Background: an optimization exercise with open tools, aiming at small area. Do not read the settings as production practice.
The RTL was checked by simulation tests, not by an equivalence proof against the original design.
No activity file was given, so power comes from the tool's default toggle rates.

==> v34: inputs <==
==> flow/design.v <==
module transceiver (
    input  logic       clk,
    input  logic       rstn,
    input  logic       mode_in,
    input  logic       rx,
    output logic       tx,
    output logic [7:0] led_detected
);
  localparam logic [15:0] RX_START  = 16'h0280;   
  localparam logic [15:0] RX_SAMPLE = 16'ha40e;   
  logic [15:0] rq;
  logic        r_idle, r_fb, r_go;
  logic        bit0, step;
  assign r_idle = ~|rq[14:0];   
  assign r_go   = r_idle & ~rx;
  assign r_fb   = (rq[15] ^ rq[13] ^ rq[9] ^ rq[4]) & ~r_idle;
  always_ff @(posedge clk or negedge rstn) begin
    if (!rstn) rq <= '0;
    else       rq <= {rq[14:0], r_fb} | (r_go ? RX_START : 16'h0);
  end
  always_ff @(posedge clk) begin
    step <= r_idle & rq[15];              
    if (rq == RX_SAMPLE) bit0 <= rx;      
  end
  localparam logic [2:0] A = 3'd0,   
                         B = 3'd1,   
                         C = 3'd2,   
                         D = 3'd3,   
                         E = 3'd4,   
                         F = 3'd5,   
                         G = 3'd6,   
                         H = 3'd7;   
  logic [2:0] ds, ds_n;
  always_comb begin
    case (ds)
      A: ds_n = bit0 ? A : B;
      B: ds_n = bit0 ? C : B;
      C: ds_n = bit0 ? D : B;
      D: ds_n = bit0 ? A : E;
      E: ds_n = bit0 ? F : B;
      F: ds_n = bit0 ? G : B;
      G: ds_n = bit0 ? A : H;
      default: ds_n = bit0 ? C : B;   
    endcase
  end
  always_ff @(posedge clk or negedge rstn) begin
    if (!rstn)     ds <= A;
    else if (step) ds <= ds_n;
  end
  logic mode, mode_q, out;
  always_ff @(posedge clk or negedge rstn) begin
    if (!rstn) begin
      mode   <= 1'b0;
      mode_q <= 1'b1;
    end else begin
      if (!mode_in && mode_q) mode <= ~mode;
      mode_q <= mode_in;
    end
  end
  assign out = (ds == E) | (mode & (ds == H));
  assign led_detected = {8{out}};
  localparam logic [12:0] TX_START = 13'h0027;   
  localparam logic [3:0] T_IDLE0 = 4'd0, T_IDLE1 = 4'd1,
                         T_B0 = 4'd2;   
  logic [12:0] cq;
  logic        c_end, c_fb, c_load;
  logic [3:0]  ts, ts_n;
  assign c_end  = ~|cq[11:0] & ~cq[12];
  assign c_fb   = (cq[12] ^ cq[3]) & ~(~|cq[11:0]);
  assign c_load = (ts == T_IDLE1) | (c_end & (ts != T_IDLE0) & (ts != 4'd14));
  always_ff @(posedge clk or negedge rstn) begin
    if (!rstn) cq <= '0;
    else       cq <= {cq[11:0], c_fb} | (c_load ? TX_START : 13'h0);
  end
  always_comb begin
    ts_n = ts;
    if (ts == T_IDLE0) begin
      if (out) ts_n = T_IDLE1;
    end else if (ts == T_IDLE1) begin
      ts_n = T_B0;
    end else if (c_end) begin
      ts_n = (ts == 4'd14) ? T_IDLE0 : ts + 4'd1;
    end
  end
  always_ff @(posedge clk or negedge rstn) begin
    if (!rstn) ts <= T_IDLE0;
    else       ts <= ts_n;
  end
  always_comb begin
    case (ts)
      4'd2, 4'd3, 4'd4, 4'd6, 4'd7, 4'd8, 4'd10: tx = 1'b0;
      default: tx = 1'b1;
    endcase
  end
endmodule
==> flow/run.sh <==
#!/bin/bash
# synth_recipe.tcl (not shown) runs the flow's synth.tcl, then flattens the netlist and writes it again
# the make line also repeats each setting of config.mk as NAME=value (left out here)
make -C /OpenROAD-flow-scripts/flow DESIGN_CONFIG=/design/flow/config.mk WORK_HOME=/design/flow/orfs CLKGATE_MAP_FILE= SYNTH_SCRIPT=/design/flow/synth_recipe.tcl finish
==> flow/config.mk <==
export PLATFORM = sky130hd
export DESIGN_NAME = transceiver
export DESIGN_NICKNAME = transceiver
export VERILOG_FILES = /design/flow/design.v
export SDC_FILE = /design/flow/constraint.sdc
export NUM_CORES = 4
export LEC_CHECK = 0
export CAP_MARGIN = 20
export CORE_MARGIN = 2
export CORE_UTILIZATION = 40
export SLEW_MARGIN = 20
==> flow/constraint.sdc <==
create_clock -name core_clock -period 20.0 [get_ports {clk}]
set_input_delay 4.0000 -clock core_clock [delete_from_list [all_inputs] [get_ports {clk}]]
set_output_delay 4.0000 -clock core_clock [all_outputs]
set_load 0.01 [all_outputs]
==> v10: changes against v34 <==
==> flow/design.v, changed modules only <==
module transceiver (
    input  logic       clk,
    input  logic       rstn,
    input  logic       mode_in,
    input  logic       rx,
    output logic       tx,
    output logic [7:0] led_detected
);
  localparam logic [15:0] RX_START = 16'h0280;   
  localparam logic [15:0] RX_SAMPLE = 16'ha40e;   
  logic [15:0] rq, rq_n;
  logic r_idle, r_fb, r_go, bit0, step;
  assign r_idle = (~rq[0] & ~rq[1] & ~rq[2] & ~rq[3] & ~rq[4] & ~rq[5] & ~rq[6] & ~rq[7] & ~rq[8] & ~rq[9] & ~rq[10] & ~rq[11] & ~rq[12] & ~rq[13] & ~rq[14]);   
  assign r_go   = r_idle & ~rx;
  assign r_fb   = (rq[15] ^ rq[13] ^ rq[9] ^ rq[4]) & ~r_idle;
  assign rq_n   = {rq[14:0], r_fb} | (r_go ? RX_START : 16'h0);
  always_ff @(posedge clk or negedge rstn)
    if (!rstn) begin
      rq[0] <= 1'b0;
      rq[1] <= 1'b0;
      rq[2] <= 1'b0;
      rq[3] <= 1'b0;
      rq[4] <= 1'b0;
      rq[5] <= 1'b0;
      rq[6] <= 1'b0;
      rq[7] <= 1'b0;
      rq[8] <= 1'b0;
      rq[9] <= 1'b0;
      rq[10] <= 1'b0;
      rq[11] <= 1'b0;
      rq[12] <= 1'b0;
      rq[13] <= 1'b0;
      rq[14] <= 1'b0;
      rq[15] <= 1'b0;
    end else begin
      rq[0] <= rq_n[0];
      rq[1] <= rq_n[1];
      rq[2] <= rq_n[2];
      rq[3] <= rq_n[3];
      rq[4] <= rq_n[4];
      rq[5] <= rq_n[5];
      rq[6] <= rq_n[6];
      rq[7] <= rq_n[7];
      rq[8] <= rq_n[8];
      rq[9] <= rq_n[9];
      rq[10] <= rq_n[10];
      rq[11] <= rq_n[11];
      rq[12] <= rq_n[12];
      rq[13] <= rq_n[13];
      rq[14] <= rq_n[14];
      rq[15] <= rq_n[15];
    end
  always_ff @(posedge clk or negedge rstn)
    if (!rstn) step <= 1'b0;
    else       step <= r_idle & rq[15];   
  always_ff @(posedge clk)
    if ((~rq[0] & rq[1] & rq[2] & rq[3] & ~rq[4] & ~rq[5] & ~rq[6] & ~rq[7] & ~rq[8] & ~rq[9] & rq[10] & ~rq[11] & ~rq[12] & rq[13] & ~rq[14] & rq[15])) bit0 <= rx;   
  logic [2:0] ds, ds_n;
  logic o_det, n_det;
  always_comb begin
    case (ds)
      3'd3: begin ds_n = bit0 ? 3'd3 : 3'd4; end   
      3'd4: begin ds_n = bit0 ? 3'd0 : 3'd4; end   
      3'd0: begin ds_n = bit0 ? 3'd5 : 3'd4; end   
      3'd5: begin ds_n = bit0 ? 3'd3 : 3'd7; end   
      3'd7: begin ds_n = bit0 ? 3'd2 : 3'd4; end   
      3'd2: begin ds_n = bit0 ? 3'd1 : 3'd4; end   
      3'd1: begin ds_n = bit0 ? 3'd3 : 3'd6; end   
      3'd6: begin ds_n = bit0 ? 3'd0 : 3'd4; end   
      default: ds_n = 3'bx;
    endcase
  end
  assign n_det = (ds == 3'd7);
  assign o_det = (ds == 3'd7) | (ds == 3'd6);
  always_ff @(posedge clk)
    if (!rstn)     ds <= 3'd3;
    else if (step) ds <= ds_n;
  logic mode, mode_q, out;
  always_ff @(posedge clk or negedge rstn) begin
    if (!rstn) begin
      mode   <= 1'b0;
      mode_q <= 1'b1;
    end else begin
      if (!mode_in && mode_q) mode <= ~mode;
      mode_q <= mode_in;
    end
  end
  assign out = mode ? o_det : n_det;
  assign led_detected = {8{out}};
  localparam logic [12:0] TX_START = 13'h06d7;
  logic [12:0] cq;
  logic c_end, c_load, c_idle;
  logic [3:0] ts, ts_n;
  assign c_end  = (cq[0] & ~cq[1] & ~cq[2] & ~cq[3] & ~cq[6] & ~cq[7] & ~cq[10] & ~cq[11] & ~cq[12]);   
  always_ff @(posedge clk)
    cq <= c_load ? TX_START : {cq[11:0], cq[12] ^ cq[3]};
  logic ts_adv;
  assign c_load = (ts == 4'd15) | (ts == 4'd14) | c_end;
  assign ts_adv = c_end | ((ts == 4'd15) & out) | (ts == 4'd14);
  always_ff @(posedge clk or negedge rstn)
    if (!rstn)       ts <= 4'd15;
    else if (ts_adv) ts <= {ts[2:0], ts[3] ^ ts[2]};
  always_comb
    case (ts)
      4'd15, 4'd14, 4'd2, 4'd6, 4'd10, 4'd5, 4'd11, 4'd7: tx = 1'b1;
      default: tx = 1'b0;
    endcase
endmodule
==> flow/flow/run.sh (new file) <==
#!/bin/bash
# Standard ORFS layout with two changes: the port buffers are the smallest
# buffer (buf_1) and the clock tree uses clkbuf_4 without dummy loads.
set -euo pipefail
bash standard.sh \
  "BUFFER_PORTS_ARGS=-buffer_cell sky130_fd_sc_hd__buf_1" \
  "CTS_ARGS=-sink_clustering_enable -repair_clock_nets -dont_use_dummy_load -buf_list sky130_fd_sc_hd__clkbuf_4 -root_buf sky130_fd_sc_hd__clkbuf_4" \
  finish > make_finish.log 2>&1
==> flow/standard.sh (new file) <==
#!/bin/bash
# synth_recipe.tcl (not shown) runs the flow's synth.tcl, then flattens the netlist and writes it again
# the make line also repeats each setting of config.mk as NAME=value (left out here)
make -C /OpenROAD-flow-scripts/flow DESIGN_CONFIG=/design/flow/config.mk WORK_HOME=/design/flow/orfs CLKGATE_MAP_FILE= SYNTH_SCRIPT=/design/flow/synth_recipe.tcl "${@:-finish}"
removed: flow/run.sh
==> summary of the runs <==
In non-clock buffer count, v34 and v10 do not differ.
In v34 the via count is larger than in v10, by about 17%.
Between v34 and v10, the lower clock power is in v10 (gap about 60%, measured against v10).
Design area: v34 is higher than v10 (about 17%).
In critical path depth, v34 and v10 do not differ.
Of v10 and v34, v10 has the higher setup slack (gap 0.44 ns).
Against v34, the utilization of v10 is lower by 2.6 points.
v10 ran to the end with no violations. v34 finished clean.
Of v10 and v34, v34 has the higher synthesized cell count (gap 9.5%, measured against v34).
==> figures <==
                                                                v10            v34
Result of the run                          timing/DRC/antenna clean  timing/DRC/antenna clean
Instance area after placement                         0.00147 sq mm  0.00167 sq mm
Global routing usage on met1                                  0.146          0.172
Clock root cell                                            clkbuf_4       clkbuf_8
Share of cell area taken by multi-input logic gates           0.269          0.264
Async S/R FF share, synth                                     0.575          0.950
Switching power summed over all nets                    0.0000423 W    0.0000658 W
Combinational cell fraction of total power                    0.103          0.197
Relative slew margins                                         0.511          0.687
Worst min-delay path startpoint                               cq[9]          cq[2]
Starting density of the core                                  0.422          0.422
Pin count of the biggest net entering global routing             27             39
Via count of the first global-routing pass                      863            933
Timing-limited maximum frequency                          0.187 GHz      0.173 GHz
CP Launch Point                                               ts[0]          ds[1]
Summed instance area of the synthesized netlist       0.00142 sq mm  0.00157 sq mm
Final non-filler cell total                                     169            184

## afterwards: timing with drivers on the ports
How much do the figures lean on ideal ports? The routed layouts below were timed once more, with nothing changed but the port constraints. Step 1, drivers: a clkbuf_16 drives clk and a buf_2 each remaining input, both assumed. Step 2 also shifts input and output timing later by t, the mid clock arrival at the registers, as if the neighbouring blocks saw the same clock. a / b / c = ideal ports / drivers / drivers and shift; a / b = the first two.
run	t (ns)	slack for setup (ns)	worst hold slack (ns)	latest minus earliest clock arrival (ns)	worst register clock-pin slew, ns
v34	0.308	14.205 / 14.181 / 14.490	0.378 / 0.378 / 0.378	0.007 / 0.007	0.07 / 0.07
v10	0.347	14.646 / 14.624 / 14.971	0.381 / 0.381 / 0.381	0.044 / 0.043	0.12 / 0.12
After both steps setup and hold are still met in every run listed.
